Context: an optimization exercise on an open-source flow, tuned for small area, a short achievable clock period and few clock cycles. The choices shown serve that exercise and are no tape-out recipe. At most, simulation tests tie the RTL to the original design; equivalence was not proved.

==> 01-25 <==
==> flow/design.v <==
module g_nand2 (input a, input b, output y); assign y = ~(a & b); endmodule
module g_nor2  (input a, input b, output y); assign y = ~(a | b); endmodule
module g_and2  (input a, input b, output y); assign y = a & b; endmodule
module g_or2   (input a, input b, output y); assign y = a | b; endmodule
module g_xor2  (input a, input b, output y); assign y = a ^ b; endmodule
module g_inv   (input a, output y); assign y = ~a; endmodule
module g_a21oi (input a1, input a2, input b1, output y); assign y = ~((a1 & a2) | b1); endmodule
module g_o21ai (input a1, input a2, input b1, output y); assign y = ~((a1 | a2) & b1); endmodule
module ks_add32 (
    input  [31:0] x,
    input  [31:0] y,
    input         ci,
    output [31:0] s,
    output        co
);
wire [31:0] gn0, tn0, p;
wire        g0b, t0b;
genvar i, l;
generate
    for (i = 0; i < 32; i = i + 1) begin : pg
        g_xor2 u_p (.a(x[i]), .b(y[i]), .y(p[i]));
        g_nor2 u_t (.a(x[i]), .b(y[i]), .y(tn0[i]));
        if (i > 0) begin : gb
            g_nand2 u_g (.a(x[i]), .b(y[i]), .y(gn0[i]));
        end
    end
endgenerate
g_and2  u_g0 (.a(x[0]), .b(y[0]), .y(g0b));
g_or2   u_t0 (.a(x[0]), .b(y[0]), .y(t0b));
g_a21oi u_c0 (.a1(t0b), .a2(ci), .b1(g0b), .y(gn0[0]));
wire [31:0] gv [0:5];
wire [31:0] tv [0:5];
assign gv[0] = gn0;
assign tv[0] = tn0;
generate
    for (l = 1; l <= 5; l = l + 1) begin : lv
        localparam integer D = 1 << (l - 1);
        for (i = 0; i < 32; i = i + 1) begin : nd
            if (i < D) begin : pass
                g_inv u_i (.a(gv[l-1][i]), .y(gv[l][i]));
                assign tv[l][i] = 1'b0;
            end else if (l % 2 == 1) begin : oai
                g_o21ai u_g (.a1(tv[l-1][i]), .a2(gv[l-1][i-D]), .b1(gv[l-1][i]), .y(gv[l][i]));
                if (i >= 2 * D) begin : t
                    g_nor2 u_t (.a(tv[l-1][i]), .b(tv[l-1][i-D]), .y(tv[l][i]));
                end else begin : tz
                    assign tv[l][i] = 1'b0;
                end
            end else begin : aoi
                g_a21oi u_g (.a1(tv[l-1][i]), .a2(gv[l-1][i-D]), .b1(gv[l-1][i]), .y(gv[l][i]));
                if (i >= 2 * D) begin : t
                    g_nand2 u_t (.a(tv[l-1][i]), .b(tv[l-1][i-D]), .y(tv[l][i]));
                end else begin : tz
                    assign tv[l][i] = 1'b0;
                end
            end
        end
    end
endgenerate
generate
    for (i = 0; i < 32; i = i + 1) begin : sm
        if (i == 0) begin : s0
            g_xor2 u_s (.a(p[0]), .b(ci), .y(s[0]));
        end else begin : sn
            g_xor2 u_s (.a(p[i]), .b(gv[5][i-1]), .y(s[i]));
        end
    end
endgenerate
assign co = gv[5][31];
endmodule
module mips_core (
    input         clk,
    input         rst,         
    output [31:0] imem_addr,
    input  [31:0] imem_data,
    output [31:0] dmem_addr,
    output [31:0] dmem_wdata,
    output        dmem_we,
    input  [31:0] dmem_rdata
);
reg  [29:0] pc;                  
reg         r1;                  
reg         v2;                  
reg  [31:0] a2, b2;              
reg  [15:0] imm2;
reg         fa2, fb2;            
reg         imm_sel2, sub2, and2, or2, slt2;
reg         wr2, ld2, st2, beq2, bne2, pred2;
reg  [4:0]  rd2;
reg  [29:0] alt2;                
reg  [31:0] res3, sd3;
reg  [4:0]  rd3;
reg         wr3, ld3, st3;
reg  [31:0] rf [1:31];
wire [31:0] wbv = ld3 ? dmem_rdata : res3;
always @(posedge clk)
    if (wr3) rf[rd3] <= wbv;
assign dmem_addr  = res3;
assign dmem_wdata = sd3;
assign dmem_we    = st3;
wire [31:0] A = fa2 ? wbv : a2;
wire [31:0] B = fb2 ? wbv : b2;
wire [31:0] Bop = imm_sel2 ? {{16{imm2[15]}}, imm2} : B;
wire [31:0] sum;
wire        cout;
ks_add32 u_add (.x(A), .y(Bop ^ {32{sub2}}), .ci(sub2), .s(sum), .co(cout));
wire [31:0] res = slt2 ? {31'd0, ~cout} :
                  and2 ? (A & Bop) :
                  or2  ? (A | Bop) : sum;
wire        eq = (A == B);
wire        taken = beq2 ? eq : ~eq;
wire        misp = v2 & (beq2 | bne2) & (taken ^ pred2);
always @(posedge clk) begin
    res3 <= res;
    sd3  <= B;
    rd3  <= rd2;
    ld3  <= ld2;
    wr3  <= ~rst & v2 & wr2;
    st3  <= ~rst & v2 & st2;
end
wire [31:0] ins = imem_data;
wire [5:0]  op  = ins[31:26];
wire [4:0]  rs  = ins[25:21];
wire [4:0]  rt  = ins[20:16];
wire [5:0]  fn  = ins[5:0];
wire        is_r    = (op == 6'b000000);
wire        is_addi = (op == 6'b001000);
wire        is_andi = (op == 6'b001100);
wire        is_lw   = (op == 6'b100011);
wire        is_sw   = (op == 6'b101011);
wire        off0    = (ins[15:0] == 16'd0);    
wire        is_beq  = (op == 6'b000100) & ~off0;
wire        is_bne  = (op == 6'b000101) & ~off0;
wire        is_j    = (op == 6'b000010);
wire        f_add = (fn == 6'b100000);
wire        f_sub = (fn == 6'b100010);
wire        f_or  = (fn == 6'b100101);
wire        f_slt = (fn == 6'b101010);
wire [4:0]  dst = is_r ? ins[15:11] : rt;
wire        wr  = (is_r | is_addi | is_andi | is_lw) & (dst != 5'd0);
wire        same = (rs == rt);
wire        pred = (is_beq & (same | ins[15])) | (is_bne & ~same);
wire [29:0] pc1  = pc + 30'd1;
wire [29:0] btgt = pc1 + {{14{ins[15]}}, ins[15:0]};
wire [29:0] jtgt = {pc1[29:26], ins[25:0]};
wire [31:0] ra = (wr3 && rd3 == rs) ? wbv : (rs == 5'd0) ? 32'd0 : rf[rs];
wire [31:0] rb = (wr3 && rd3 == rt) ? wbv : (rt == 5'd0) ? 32'd0 : rf[rt];
always @(posedge clk) begin
    r1 <= rst;
    if (rst)
        pc <= 30'h3FFFFFFF;
    else if (r1)
        pc <= 30'd0;
    else if (misp)
        pc <= alt2;
    else if (is_j)
        pc <= jtgt;
    else if (pred)
        pc <= btgt;
    else
        pc <= pc1;
    v2       <= ~rst & ~r1 & ~misp;
    a2       <= ra;
    b2       <= rb;
    imm2     <= ins[15:0];
    fa2      <= v2 & wr2 & (rd2 == rs);
    fb2      <= v2 & wr2 & (rd2 == rt);
    imm_sel2 <= ~is_r;
    sub2     <= is_r & (f_sub | f_slt);
    slt2     <= is_r & f_slt;
    or2      <= is_r & f_or;
    and2     <= is_andi | (is_r & ~f_add & ~f_sub & ~f_or & ~f_slt);
    wr2      <= wr;
    rd2      <= dst;
    ld2      <= is_lw;
    st2      <= is_sw;
    beq2     <= is_beq;
    bne2     <= is_bne;
    pred2    <= pred;
    alt2     <= pred ? pc1 : btgt;
end
assign imem_addr = {pc, 2'b00};
endmodule
==> flow/flow/run.sh <==
#!/bin/bash
set -eo pipefail
extra=$(grep -v '^#' flow/extra_vars | tr '\n' ' ')
bash standard.sh $extra finish > flow_standard.log 2>&1
==> flow/flow/extra_vars <==
SETUP_SLACK_MARGIN=6.8
TNS_END_PERCENT=20
==> flow/standard.sh <==
#!/bin/bash
# synth_recipe.tcl (not shown) runs the flow's synth.tcl, then flattens the netlist and writes it again
# the make line also repeats each setting of config.mk as NAME=value (left out here)
make -C /OpenROAD-flow-scripts/flow DESIGN_CONFIG=/design/flow/config.mk WORK_HOME=/design/flow/orfs CLKGATE_MAP_FILE= SYNTH_SCRIPT=/design/flow/synth_recipe.tcl "${@:-finish}"
==> flow/config.mk <==
export PLATFORM = sky130hd
export DESIGN_NAME = mips_core
export DESIGN_NICKNAME = mips_core
export VERILOG_FILES = /design/flow/design.v
export SDC_FILE = /design/flow/constraint.sdc
export NUM_CORES = 4
export LEC_CHECK = 0
export ABC_CLOCK_PERIOD_IN_PS = 3000
export CAP_MARGIN = 20
export CORE_MARGIN = 2
export CORE_UTILIZATION = 40
export SLEW_MARGIN = 20
export SYNTH_HIERARCHICAL = 1
export SYNTH_MINIMUM_KEEP_SIZE = 0
==> flow/constraint.sdc <==
create_clock -name core_clock -period 10.0 [get_ports {clk}]
set_input_delay 2.0000 -clock core_clock [delete_from_list [all_inputs] [get_ports {clk}]]
set_output_delay 2.0000 -clock core_clock [all_outputs]
set_load 0.01 [all_outputs]
==> 04-22: changes against 01-25 <==
==> flow/design.v, changed modules only <==
module ao32 (
    input  [31:0] s,
    input  [31:0] d,
    output        y
);
assign y = |(s & d);
endmodule
module rf_read (
    input  [31:1]      sel,
    input              byp,
    input  [31:0]      bv,
    input  [32*32-1:0] q,       
    output [31:0]      y
);
genvar j, k;
generate
    for (j = 0; j < 32; j = j + 1) begin : b
        wire [31:0] d;
        assign d[0] = bv[j];
        for (k = 1; k < 32; k = k + 1) begin : c
            assign d[k] = q[32*k + j];
        end
        ao32 u (.s({sel, byp}), .d(d), .y(y[j]));
    end
endgenerate
endmodule
module ks_add #(parameter W = 32) (
    input  [W-1:0] x,
    input  [W-1:0] y,
    input          ci,
    output [W-1:0] s,
    output         co
);
wire [W-1:0] gn0, tn0, p;
wire        g0b, t0b;
genvar i, l;
generate
    for (i = 0; i < W; i = i + 1) begin : pg
        g_xor2 u_p (.a(x[i]), .b(y[i]), .y(p[i]));
        g_nor2 u_t (.a(x[i]), .b(y[i]), .y(tn0[i]));
        if (i > 0) begin : gb
            g_nand2 u_g (.a(x[i]), .b(y[i]), .y(gn0[i]));
        end
    end
endgenerate
g_and2  u_g0 (.a(x[0]), .b(y[0]), .y(g0b));
g_or2   u_t0 (.a(x[0]), .b(y[0]), .y(t0b));
g_a21oi u_c0 (.a1(t0b), .a2(ci), .b1(g0b), .y(gn0[0]));
wire [W-1:0] gv [0:5];
wire [W-1:0] tv [0:5];
assign gv[0] = gn0;
assign tv[0] = tn0;
generate
    for (l = 1; l <= 5; l = l + 1) begin : lv
        localparam integer D = 1 << (l - 1);
        for (i = 0; i < W; i = i + 1) begin : nd
            if (i < D) begin : pass
                g_inv u_i (.a(gv[l-1][i]), .y(gv[l][i]));
                assign tv[l][i] = 1'b0;
            end else if (l % 2 == 1) begin : oai
                g_o21ai u_g (.a1(tv[l-1][i]), .a2(gv[l-1][i-D]), .b1(gv[l-1][i]), .y(gv[l][i]));
                if (i >= 2 * D) begin : t
                    g_nor2 u_t (.a(tv[l-1][i]), .b(tv[l-1][i-D]), .y(tv[l][i]));
                end else begin : tz
                    assign tv[l][i] = 1'b0;
                end
            end else begin : aoi
                g_a21oi u_g (.a1(tv[l-1][i]), .a2(gv[l-1][i-D]), .b1(gv[l-1][i]), .y(gv[l][i]));
                if (i >= 2 * D) begin : t
                    g_nand2 u_t (.a(tv[l-1][i]), .b(tv[l-1][i-D]), .y(tv[l][i]));
                end else begin : tz
                    assign tv[l][i] = 1'b0;
                end
            end
        end
    end
endgenerate
generate
    for (i = 0; i < W; i = i + 1) begin : sm
        if (i == 0) begin : s0
            g_xor2 u_s (.a(p[0]), .b(ci), .y(s[0]));
        end else begin : sn
            g_xor2 u_s (.a(p[i]), .b(gv[5][i-1]), .y(s[i]));
        end
    end
endgenerate
assign co = gv[5][W-1];
endmodule
module g_nand4 (input a, input b, input c, input d, output y); assign y = ~(a & b & c & d); endmodule
module g_xnor2 (input a, input b, output y); assign y = ~(a ^ b); endmodule
module ne32 (
    input  [31:0] a,
    input  [31:0] b,
    output        ne
);
wire [31:0] e;
wire [7:0]  d4;
wire [3:0]  z8;
genvar i;
generate
    for (i = 0; i < 32; i = i + 1) begin : x
        g_xnor2 u (.a(a[i]), .b(b[i]), .y(e[i]));
    end
    for (i = 0; i < 8; i = i + 1) begin : n
        g_nand4 u (.a(e[4*i]), .b(e[4*i+1]), .c(e[4*i+2]), .d(e[4*i+3]), .y(d4[i]));
    end
    for (i = 0; i < 4; i = i + 1) begin : r
        g_nor2 u (.a(d4[2*i]), .b(d4[2*i+1]), .y(z8[i]));
    end
endgenerate
g_nand4 u_ne (.a(z8[0]), .b(z8[1]), .c(z8[2]), .d(z8[3]), .y(ne));
endmodule
module mips_core (
    input         clk,
    input         rst,         
    output [31:0] imem_addr,
    input  [31:0] imem_data,
    output [31:0] dmem_addr,
    output [31:0] dmem_wdata,
    output        dmem_we,
    input  [31:0] dmem_rdata
);
reg  [29:0] pc;                  
reg         r1;                  
reg         v2;                  
reg  [31:0] a2, b2;              
reg  [15:0] imm2;
reg         fla2, faa2;          
reg         flb2, fab2;          
reg         imm_sel2, sub2, and2, or2, slt2;
reg         wr2, ld2, st2;
reg         bx2;                 
reg         k2;                  
reg  [4:0]  rd2;
reg  [29:0] alt2;                
reg  [31:0] res3, sd3;
reg  [4:0]  rd3;
reg         wr3, ld3, st3;
reg  [31:0] rf [1:31];
wire [31:0] wbv = ld3 ? dmem_rdata : res3;
wire [31:1] wm;                  
genvar k;
generate
    for (k = 1; k < 32; k = k + 1) begin : w
        assign wm[k] = wr3 & (rd3 == k);
        always @(posedge clk)
            if (wm[k]) rf[k] <= wbv;
    end
endgenerate
assign dmem_addr  = res3;
assign dmem_wdata = sd3;
assign dmem_we    = st3;
wire [31:0] A = fla2 ? dmem_rdata : faa2 ? res3 : a2;
wire [31:0] B = flb2 ? dmem_rdata : fab2 ? res3 : b2;
wire [31:0] Bop = imm_sel2 ? {{16{imm2[15]}}, imm2} : B;
wire [31:0] sum;
wire        cout;
ks_add #(32) u_add (.x(A), .y(Bop ^ {32{sub2}}), .ci(sub2), .s(sum), .co(cout));
wire [31:0] res = slt2 ? {31'd0, ~cout} :
                  and2 ? (A & Bop) :
                  or2  ? (A | Bop) : sum;
wire        ne;
ne32 u_ne (.a(A), .b(B), .ne(ne));
wire        misp = bx2 & (ne ^ k2);
always @(posedge clk) begin
    res3 <= res;
    sd3  <= B;
    rd3  <= rd2;
    ld3  <= ld2;
    wr3  <= ~rst & v2 & wr2;
    st3  <= ~rst & v2 & st2;
end
wire [31:0] ins = imem_data;
wire [5:0]  op  = ins[31:26];
wire [4:0]  rs  = ins[25:21];
wire [4:0]  rt  = ins[20:16];
wire [5:0]  fn  = ins[5:0];
wire        off0    = (ins[15:0] == 16'd0);    
wire        is_r    = (op == 6'b000000);
wire        is_addi = (op == 6'b001000);
wire        is_andi = (op == 6'b001100);
wire        is_lw   = (op == 6'b100011);
wire        is_sw   = (op == 6'b101011);
wire        is_beq  = (op == 6'b000100) & ~off0;
wire        is_bne  = (op == 6'b000101) & ~off0;
wire        is_j    = (op == 6'b000010);
wire        f_add = (fn == 6'b100000);
wire        f_sub = (fn == 6'b100010);
wire        f_or  = (fn == 6'b100101);
wire        f_slt = (fn == 6'b101010);
wire [4:0]  dst = is_r ? ins[15:11] : rt;
wire        wr  = (is_r | is_addi | is_andi | is_lw) & (dst != 5'd0);
wire        same = (rs == rt);
wire        beq_o   = (op == 6'b000100);
wire        bne_o   = (op == 6'b000101);
wire        pred = (beq_o & (same | ins[15])) | (bne_o & ~same);
wire [29:0] pc1  = pc + 30'd1;
wire [29:0] btgt;
wire        btgt_co;
ks_add #(30) u_btgt (.x(pc), .y({{14{ins[15]}}, ins[15:0]}), .ci(1'b1), .s(btgt), .co(btgt_co));
wire [29:0] jtgt = {pc1[29:26], ins[25:0]};
wire [31:1] sa, sb;
generate
    for (k = 1; k < 32; k = k + 1) begin : s
        assign sa[k] = (rs == k) & ~wm[k];
        assign sb[k] = (rt == k) & ~wm[k];
    end
endgenerate
wire        bya = wr3 & (rd3 == rs);
wire        byb = wr3 & (rd3 == rt);
wire [32*32-1:0] rfq;
generate
    assign rfq[31:0] = 32'd0;
    for (k = 1; k < 32; k = k + 1) begin : q
        assign rfq[32*k +: 32] = rf[k];
    end
endgenerate
wire [31:0] ra, rb;
rf_read u_ra (.sel(sa), .byp(bya), .bv(wbv), .q(rfq), .y(ra));
rf_read u_rb (.sel(sb), .byp(byb), .bv(wbv), .q(rfq), .y(rb));
wire        hit_rs = v2 & wr2 & (rd2 == rs);
wire        hit_rt = v2 & wr2 & (rd2 == rt);
wire        v_next = ~rst & ~r1 & ~misp;
always @(posedge clk) begin
    r1 <= rst;
    if (rst)
        pc <= 30'h3FFFFFFF;
    else if (r1)
        pc <= 30'd0;
    else if (misp)
        pc <= alt2;
    else if (is_j)
        pc <= jtgt;
    else if (pred)
        pc <= btgt;
    else
        pc <= pc1;
    v2       <= v_next;
    a2       <= ra;
    b2       <= rb;
    imm2     <= ins[15:0];
    fla2     <= hit_rs & ld2;
    faa2     <= hit_rs & ~ld2;
    flb2     <= hit_rt & ld2;
    fab2     <= hit_rt & ~ld2;
    imm_sel2 <= ~is_r;
    sub2     <= is_r & (f_sub | f_slt);
    slt2     <= is_r & f_slt;
    or2      <= is_r & f_or;
    and2     <= is_andi | (is_r & ~f_add & ~f_sub & ~f_or & ~f_slt);
    wr2      <= wr;
    rd2      <= dst;
    ld2      <= is_lw;
    st2      <= is_sw;
    bx2      <= v_next & (is_beq | is_bne);
    k2       <= beq_o ^ pred;
    alt2     <= pred ? pc1 : btgt;
end
assign imem_addr = {pc, 2'b00};
endmodule
// module ks_add32 removed
==> flow/flow/run.sh (replaced) <==
#!/bin/bash
set -eo pipefail
mapfile -t extra < <(grep -v '^#' flow/extra_vars | grep -v '^\s*$')
bash standard.sh "${extra[@]}" finish > flow_standard.log 2>&1
==> flow/flow/extra_vars (replaced) <==
SETUP_SLACK_MARGIN=6.6
TNS_END_PERCENT=10
BUFFER_PORTS_ARGS=-buffer_cell sky130_fd_sc_hd__buf_4
Settings changed: CORE_UTILIZATION 40 to 55, CTS_CLUSTER_DIAMETER set to 60, CTS_CLUSTER_SIZE set to 30.
==> 11-14: changes against 01-25 <==
==> flow/design.v, changed modules only <==
module mips_core (
    input         clk,
    input         rst,         
    output [31:0] imem_addr,
    input  [31:0] imem_data,
    output [31:0] dmem_addr,
    output [31:0] dmem_wdata,
    output        dmem_we,
    input  [31:0] dmem_rdata
);
reg  [29:0] pc;                  
reg         r1;                  
reg         v2;                  
reg  [31:0] a2, b2;              
reg  [15:0] imm2;
reg         fa2, fb2;            
reg         imm_sel2, sub2, and2, or2, slt2;
reg         wr2, ld2, st2, beq2, bne2, pred2;
reg  [4:0]  rd2;
reg  [29:0] alt2;                
reg  [31:0] res3, sd3;
reg  [4:0]  rd3;
reg         wr3, ld3, st3;
reg  [31:0] rf [1:31];
wire [31:0] wbv = ld3 ? dmem_rdata : res3;
always @(posedge clk)
    if (wr3) rf[rd3] <= wbv;
assign dmem_addr  = res3;
assign dmem_wdata = sd3;
assign dmem_we    = st3;
wire [31:0] A = fa2 ? wbv : a2;
wire [31:0] B = fb2 ? wbv : b2;
wire [31:0] Bop = imm_sel2 ? {{16{imm2[15]}}, imm2} : B;
wire [32:0] sum = {1'b0, A} + {1'b0, sub2 ? ~Bop : Bop} + {32'd0, sub2};
wire [31:0] res = slt2 ? {31'd0, ~sum[32]} :
                  and2 ? (A & Bop) :
                  or2  ? (A | Bop) : sum[31:0];
wire        eq = (A == B);
wire        taken = beq2 ? eq : ~eq;
wire        misp = v2 & (beq2 | bne2) & (taken ^ pred2);
always @(posedge clk) begin
    res3 <= res;
    sd3  <= B;
    rd3  <= rd2;
    ld3  <= ld2;
    wr3  <= ~rst & v2 & wr2;
    st3  <= ~rst & v2 & st2;
end
wire [31:0] ins = imem_data;
wire [5:0]  op  = ins[31:26];
wire [4:0]  rs  = ins[25:21];
wire [4:0]  rt  = ins[20:16];
wire [5:0]  fn  = ins[5:0];
wire        is_r    = (op == 6'b000000);
wire        is_addi = (op == 6'b001000);
wire        is_andi = (op == 6'b001100);
wire        is_lw   = (op == 6'b100011);
wire        is_sw   = (op == 6'b101011);
wire        is_beq  = (op == 6'b000100);
wire        is_bne  = (op == 6'b000101);
wire        is_j    = (op == 6'b000010);
wire        f_add = (fn == 6'b100000);
wire        f_sub = (fn == 6'b100010);
wire        f_or  = (fn == 6'b100101);
wire        f_slt = (fn == 6'b101010);
wire [4:0]  dst = is_r ? ins[15:11] : rt;
wire        wr  = (is_r | is_addi | is_andi | is_lw) & (dst != 5'd0);
wire        same = (rs == rt);
wire        pred = (is_beq & same) | (ins[15] & (is_beq | (is_bne & ~same)));
wire [29:0] pc1  = pc + 30'd1;
wire [29:0] btgt = pc1 + {{14{ins[15]}}, ins[15:0]};
wire [29:0] jtgt = {pc1[29:26], ins[25:0]};
wire [31:0] ra = (wr3 && rd3 == rs) ? wbv : (rs == 5'd0) ? 32'd0 : rf[rs];
wire [31:0] rb = (wr3 && rd3 == rt) ? wbv : (rt == 5'd0) ? 32'd0 : rf[rt];
always @(posedge clk) begin
    r1 <= rst;
    if (rst)
        pc <= 30'h3FFFFFFF;
    else if (r1)
        pc <= 30'd0;
    else if (misp)
        pc <= alt2;
    else if (is_j)
        pc <= jtgt;
    else if (pred)
        pc <= btgt;
    else
        pc <= pc1;
    v2       <= ~rst & ~r1 & ~misp;
    a2       <= ra;
    b2       <= rb;
    imm2     <= ins[15:0];
    fa2      <= v2 & wr2 & (rd2 == rs);
    fb2      <= v2 & wr2 & (rd2 == rt);
    imm_sel2 <= ~is_r;
    sub2     <= is_r & (f_sub | f_slt);
    slt2     <= is_r & f_slt;
    or2      <= is_r & f_or;
    and2     <= is_andi | (is_r & ~f_add & ~f_sub & ~f_or & ~f_slt);
    wr2      <= wr;
    rd2      <= dst;
    ld2      <= is_lw;
    st2      <= is_sw;
    beq2     <= is_beq;
    bne2     <= is_bne;
    pred2    <= pred;
    alt2     <= pred ? pc1 : btgt;
end
assign imem_addr = {pc, 2'b00};
endmodule
// module g_nand2 removed
// module g_nor2 removed
// module g_and2 removed
// module g_or2 removed
// module g_xor2 removed
// module g_inv removed
// module g_a21oi removed
// module g_o21ai removed
// module ks_add32 removed
==> flow/run.sh (new file) <==
#!/bin/bash
# synth_recipe.tcl (not shown) runs the flow's synth.tcl, then flattens the netlist and writes it again
# the make line also repeats each setting of config.mk as NAME=value (left out here)
make -C /OpenROAD-flow-scripts/flow DESIGN_CONFIG=/design/flow/config.mk WORK_HOME=/design/flow/orfs CLKGATE_MAP_FILE= SYNTH_SCRIPT=/design/flow/synth_recipe.tcl finish
Settings changed: ABC_CLOCK_PERIOD_IN_PS 3000 to not set, SYNTH_HIERARCHICAL 1 to not set, SYNTH_MINIMUM_KEEP_SIZE 0 to not set.
removed: flow/flow/run.sh
removed: flow/flow/extra_vars
removed: flow/standard.sh
==> summary.txt <==
Slack of the critical path: 04-22 5.94 ns; 01-25 5.78 ns; 11-14 3.56 ns
Count of multi-input gates: 04-22 3038; 01-25 2546; 11-14 2362
Layout inverter count without the clock tree: 04-22 105; 01-25 154; 11-14 111
Non-Filler Cell Area, Final: 04-22 64800 um2; 01-25 77900 um2; 11-14 68300 um2
Max Fclk: 04-22 0.246 GHz; 01-25 0.237 GHz; 11-14 0.155 GHz
Synth-to-Final Area Change: 04-22 15.9%; 01-25 29.1%; 11-14 14.1%
Number of clock sinks: 04-22 1225; 01-25 1224; 11-14 1224
First-pass GRT wire length: 04-22 287000 um; 01-25 327000 um; 11-14 281000 um
Run status: 04-22 complete, no violations; 01-25 complete, no violations; 11-14 complete, no violations
Synth top area share: 04-22 -; 01-25 49.3%; 11-14 49.8%
Slew at the pin closest to its max-slew limit: 04-22 1.12 ns; 01-25 1.12 ns; 11-14 1.20 ns
Layout cells sized above 1: 04-22 20.8%; 01-25 39.5%; 11-14 21.4%
Count of buffers not belonging to the clock network in the layout: 04-22 308; 01-25 613; 11-14 257
Testbench counts of 11-14, summed over its fixed seeds: cycles 36,541.
Function not checked in 01-25 and 04-22: the RTL went through the layout flow alone.

[separate check: timing with driven ports]
Ports are ideal in the flow. The routed layouts listed here were re-timed in OpenROAD. Step 1 assumes that a clkbuf_16 drives the clock port and a buf_2 every other input. Step 2, shift: input delay + t, output delay - t, t = (earliest + latest rising clock arrival at the registers) / 2. This alone moves slack from input paths to output paths. Slacks: ideal / step 1 / step 2; pairs: ideal / step 1.
run | t, ns | slack for setup (ns) | worst setup path after step 2 | worst register clock-pin slew, ns
01-25 | 0.859 | 5.782 / 5.834 / 4.975 | input to register | 0.07 / 0.07
04-22 | 0.792 | 5.937 / 5.968 / 5.176 | input to register | 0.10 / 0.10
11-14 | 0.840 | 3.558 / 3.611 / 2.771 | input to register | 0.07 / 0.07
After both steps setup and hold are still met in every run listed. For 01-25, which loses most, drivers alone change the setup slack by +0.052 ns; drivers and shift together by -0.807 ns.
